This is an optimization exercise on Yosys and OpenROAD, whose aim is a short achievable clock period and few clock cycles, not a production implementation. Only simulation tests tie the RTL to the original design; equivalence was not proved. Power figures rest on the tool's default switching activity, not on a simulated workload.

== v25 ==
==> flow/design.v (excerpt) <==
module riscv_top (
    input clk, rst,
    output [31:0] imem_addr,
    input  [31:0] imem_rdata,
    output [31:0] dmem_addr,
    output [31:0] dmem_wdata,
    output [3:0]  dmem_wmask,
    input  [31:0] dmem_rdata
);
localparam BI = 5;               
localparam BN = 1 << BI;
localparam TW = 5;               
wire        luse;                
wire        d_redir;
wire [31:0] d_tgt;
reg  [31:0] pc_f;
assign imem_addr = pc_f;
reg  [BN-1:0] btb_v;
reg  [TW-1:0] btb_tag [0:BN-1];
reg  [9:0]    btb_tgt [0:BN-1];
reg  [1:0]    btb_ctr [0:BN-1];
reg  [BN-1:0] foh;
reg  [TW-1:0] r_tag;
reg  [9:0]    r_tgt;
reg  [1:0]    r_ctr;
reg           r_v;
integer bi;
always @(*) begin
    r_tag = {TW{1'b0}}; r_tgt = 10'd0; r_ctr = 2'd0; r_v = 1'b0;
    for (bi = 0; bi < BN; bi = bi + 1) begin
        r_tag = r_tag | ({TW{foh[bi]}} & btb_tag[bi]);
        r_tgt = r_tgt | ({10{foh[bi]}} & btb_tgt[bi]);
        r_ctr = r_ctr | ({2{foh[bi]}} & btb_ctr[bi]);
        r_v   = r_v   | (foh[bi] & btb_v[bi]);
    end
end
wire          f_hit   = r_v & (r_tag == pc_f[BI+TW+1:BI+2]);
wire [1:0]    f_ctr   = r_ctr;
wire [31:0]   f_ptgt  = {pc_f[31:12], r_tgt, 2'b00};
wire          f_taken = f_hit & f_ctr[1];
wire [31:0]   pc_f4   = pc_f + 32'd4;
reg         mq, mq_q;            
reg         mq_jalr;             
reg  [31:0] alt_m;               
reg  [31:0] addr_m;
reg  first;                      
reg  rst_q;                      
always @(posedge clk or posedge rst)
    if (rst) first <= 1'b1;
    else     first <= 1'b0;
always @(posedge clk)
    rst_q <= rst;
wire clr = rst | (first & ~rst_q);
wire [31:0] npc_m = clr ? 32'd0 : mq ? (mq_jalr ? {addr_m[31:1], 1'b0} : alt_m) : pc_f4;
wire [31:0] npc_f, npc;
mux2_32 u_npc_f (.a(npc_m), .b(f_ptgt), .s(f_taken & ~mq & ~clr), .y(npc_f));
mux2_32 u_npc_d (.a(npc_f), .b(d_tgt), .s(d_redir), .y(npc));
always @(posedge clk)
    pc_f <= npc;
function [BN-1:0] onehot (input [BI-1:0] x);
    onehot = {{(BN-1){1'b0}}, 1'b1} << x;
endfunction
wire [BN-1:0] foh_m = clr ? {{(BN-1){1'b0}}, 1'b1} :
                      mq ? onehot(mq_jalr ? addr_m[BI+1:2] : alt_m[BI+1:2])
                         : {foh[BN-2:0], foh[BN-1]};
wire [BN-1:0] foh_f = (f_taken & ~mq & ~clr) ? onehot(r_tgt[BI-1:0]) : foh_m;
  ...
Settings: LEC_CHECK=0, CAP_MARGIN=20, CORE_MARGIN=2, CORE_UTILIZATION=45, PLACE_DENSITY=0.55, SLEW_MARGIN=20, SYNTH_HIERARCHICAL=1, SYNTH_MINIMUM_KEEP_SIZE=0; clock period 10.0 ns.
standard.sh (not shown) runs the stock make flow with config.mk's settings and CLKGATE_MAP_FILE= SYNTH_SCRIPT=/design/flow/synth_recipe.tcl, a recipe that flattens the netlist after the stock synthesis.
==> flow/flow/run.sh <==
#!/bin/bash
set -uo pipefail
bash standard.sh SETUP_SLACK_MARGIN=7 finish > standard_flow.log 2>&1
Testbench counts of v25, summed over its fixed seeds: cycles 69,050.
What v13 does differently from v25 at the input level:
diff --git a/flow/design.v b/flow/design.v
--- a/flow/design.v
+++ b/flow/design.v
@@ -3,17 +3,18 @@
     input         s,
     output [31:0] y
 );
 assign y = s ? b : a;
 endmodule
 module alu_e (
     input  [31:0] a_e, b_e, s_e, res_m, link,
     input         fa, fb, fs,
-    input  [3:0]  psum, pdif, psel,
+    input  [3:0]  psum, pdif,
+    input         ltu, lts,      
     input  [7:0]  aop,
     input         sra,
     input  [3:0]  sa1, sa2,      
     input         sa4,           
     input  [1:0]  f3,            
     output [31:0] res,
     output [31:0] addr,          
     output [31:0] wdata,
@@ -24,20 +25,16 @@
 wire [31:0] S = fs ? res_m : s_e;
 wire [31:0] s0 = a_e + b_e;
 wire [31:0] s1 = a_e + res_m;
 wire [31:0] s2 = res_m + b_e;
 wire [31:0] s3 = {res_m[30:0], 1'b0};
 wire [32:0] d0 = {1'b0, a_e}   - {1'b0, b_e};
 wire [32:0] d1 = {1'b0, a_e}   - {1'b0, res_m};
 wire [32:0] d2 = {1'b0, res_m} - {1'b0, b_e};
-wire ltu = (psel[0] & d0[32]) | (psel[1] & d1[32]) | (psel[2] & d2[32]);
-wire lts = (psel[0] & (d0[32] ^ a_e[31] ^ b_e[31])) |
-           (psel[1] & (d1[32] ^ a_e[31] ^ res_m[31])) |
-           (psel[2] & (d2[32] ^ res_m[31] ^ b_e[31]));
 function [31:0] sh_l (input [31:0] x, input [3:0] s1, input [3:0] s2, input s4);
     reg [31:0] y, z;
     begin
         y = ({32{s1[0]}} & x) | ({32{s1[1]}} & {x[30:0], 1'b0}) |
             ({32{s1[2]}} & {x[29:0], 2'b0}) | ({32{s1[3]}} & {x[28:0], 3'b0});
         z = ({32{s2[0]}} & y) | ({32{s2[1]}} & {y[27:0], 4'b0}) |
             ({32{s2[2]}} & {y[23:0], 8'b0}) | ({32{s2[3]}} & {y[19:0], 12'b0});
         sh_l = s4 ? {z[15:0], 16'b0} : z;
@@ -71,16 +68,29 @@
            | {31'd0, (aop[5] & lts) | (aop[6] & ltu)}
            | ({32{aop[7]}} & link);
 assign addr  = fa ? s2 : s0;
 assign wdata = f3[1] ? S : f3[0] ? {2{S[15:0]}} : {4{S[7:0]}};
 assign wmask = f3[1] ? 4'b1111 :
                f3[0] ? (addr[1] ? 4'b1100 : 4'b0011) :
                        (4'b0001 << addr[1:0]);
 endmodule
+module set_lt (
+    input  [31:0] a_e, b_e, res_m,
+    input  [3:0]  psel,
+    output        ltu, lts
+);
+wire [32:0] d0 = {1'b0, a_e}   - {1'b0, b_e};
+wire [32:0] d1 = {1'b0, a_e}   - {1'b0, res_m};
+wire [32:0] d2 = {1'b0, res_m} - {1'b0, b_e};
+assign ltu = (psel[0] & d0[32]) | (psel[1] & d1[32]) | (psel[2] & d2[32]);
+assign lts = (psel[0] & (d0[32] ^ a_e[31] ^ b_e[31])) |
+             (psel[1] & (d1[32] ^ a_e[31] ^ res_m[31])) |
+             (psel[2] & (d2[32] ^ res_m[31] ^ b_e[31]));
+endmodule
 module br_check (
     input  [31:0] a_e, b_e, res_m,
     input  [3:0]  sel_eq, sel_ltu, sel_lts,
     input         inv, f3_0,
     input         jalr, pred, fa, sq,
     input  [31:0] ptgt,
     output        redir,
     output        jmis,
@@ -372,19 +382,21 @@
     fhit_e <= fhit_d;
     fctr_e <= fctr_d;
 end
 wire br_ev   = br_e & ~sq_e;
 wire jal_ev  = jal_e & ~sq_e;
 wire jalr_ev = jalr_e & ~sq_e;
 wire st_ev   = st_e & ~sq_e;
 wire [31:0] res_e, sum, wdata_e;
+wire        slt_u, slt_s;
+set_lt u_slt (.a_e(a_e), .b_e(b_e), .res_m(res_m), .psel(psel), .ltu(slt_u), .lts(slt_s));
 wire [3:0]  wmask_e;
 alu_e u_alu (.a_e(a_e), .b_e(b_e), .s_e(s_e), .res_m(res_m), .link(link_e),
-             .fa(fa_e), .fb(fb_e), .fs(fs_e), .psum(psum), .pdif(pdif), .psel(psel),
+             .fa(fa_e), .fb(fb_e), .fs(fs_e), .psum(psum), .pdif(pdif), .ltu(slt_u), .lts(slt_s),
              .aop(aop_e), .sra(sra_e), .sa1(sa1_e), .sa2(sa2_e), .sa4(b_e[4]), .f3(f3_e[1:0]),
              .res(res_e), .addr(sum), .wdata(wdata_e), .wmask(wmask_e));
 wire taken;
 br_check u_brc (.a_e(a_e), .b_e(b_e), .res_m(res_m), .sel_eq(bs_eq), .sel_ltu(bs_ltu),
                 .sel_lts(bs_lts), .inv(br_inv), .f3_0(f3_e[0]), .jalr(jalr_e), .pred(pred_e),
                 .fa(fa_e), .sq(sq_e), .ptgt(ptgt_e), .redir(bmis), .jmis(jmis),
                 .taken(taken));
 always @(posedge clk) begin
Findings:
v13 has completed all stages; timing, DRC and antenna checks passed.
Register cell area after layout of v25 is on par with v13.
v25 → v13: combined buffer and inverter count along the critical path moved down; share of the final layout cell area in sequential cells moved down; global-route wire length before repair moved up.
The first-iteration detailed-routing DRC count of v13 exceeds that of v25 by 396.
Clock network power grows by a few percent when moving from v25 to v13.
The combinational share of power in v13 sits 1.1 points above the value recorded for v25.
Signal arrival time at the worst endpoint for v13 is lower than for v25.
[compare] base=v25 new=v13: worst setup slack has increased; via-per-instance ratio has remained practically unchanged; share of total power in sequential cells shrank by 1.4 points; power grew by 3.4%; area of the multi-input gates went up 2.9%.
For v13, the endpoint of the most critical setup path was addr_m[31], unlike v25, where it was res_m[16].
Of v25 and v13, the higher synthesized area belongs to v13.
Testbench counts of v13, summed over its fixed seeds: cycles 69,050.

[static timing again, ports no longer ideal]
Ports are ideal in the flow. The routed layouts listed here were re-timed in OpenROAD. Step 1 (the two cells are an assumption about what drives the block):
set clk [get_ports {clk}]
set_driving_cell -lib_cell sky130_fd_sc_hd__clkbuf_16 $clk
set_driving_cell -lib_cell sky130_fd_sc_hd__buf_2 [delete_from_list [all_inputs] $clk]
Step 2 times the ports against the registers' clock, not the clock port: input delays grow and output delays shrink by t, the midpoint of the rising clock arrivals with the driver on. Three values: no drivers, after step 1, after step 2; two values: the first two.
run | t (ns) | slack for setup (ns) | worst setup path after step 2
v25 | 1.046 | 6.200 / 6.200 / 5.806 | input to register
v13 | 0.993 | 6.257 / 6.257 / 5.819 | input to register
After both steps every run listed still meets setup and hold. The setup slack of v13, which loses most, moves by 0.000 ns with the drivers and by -0.438 ns with both steps.
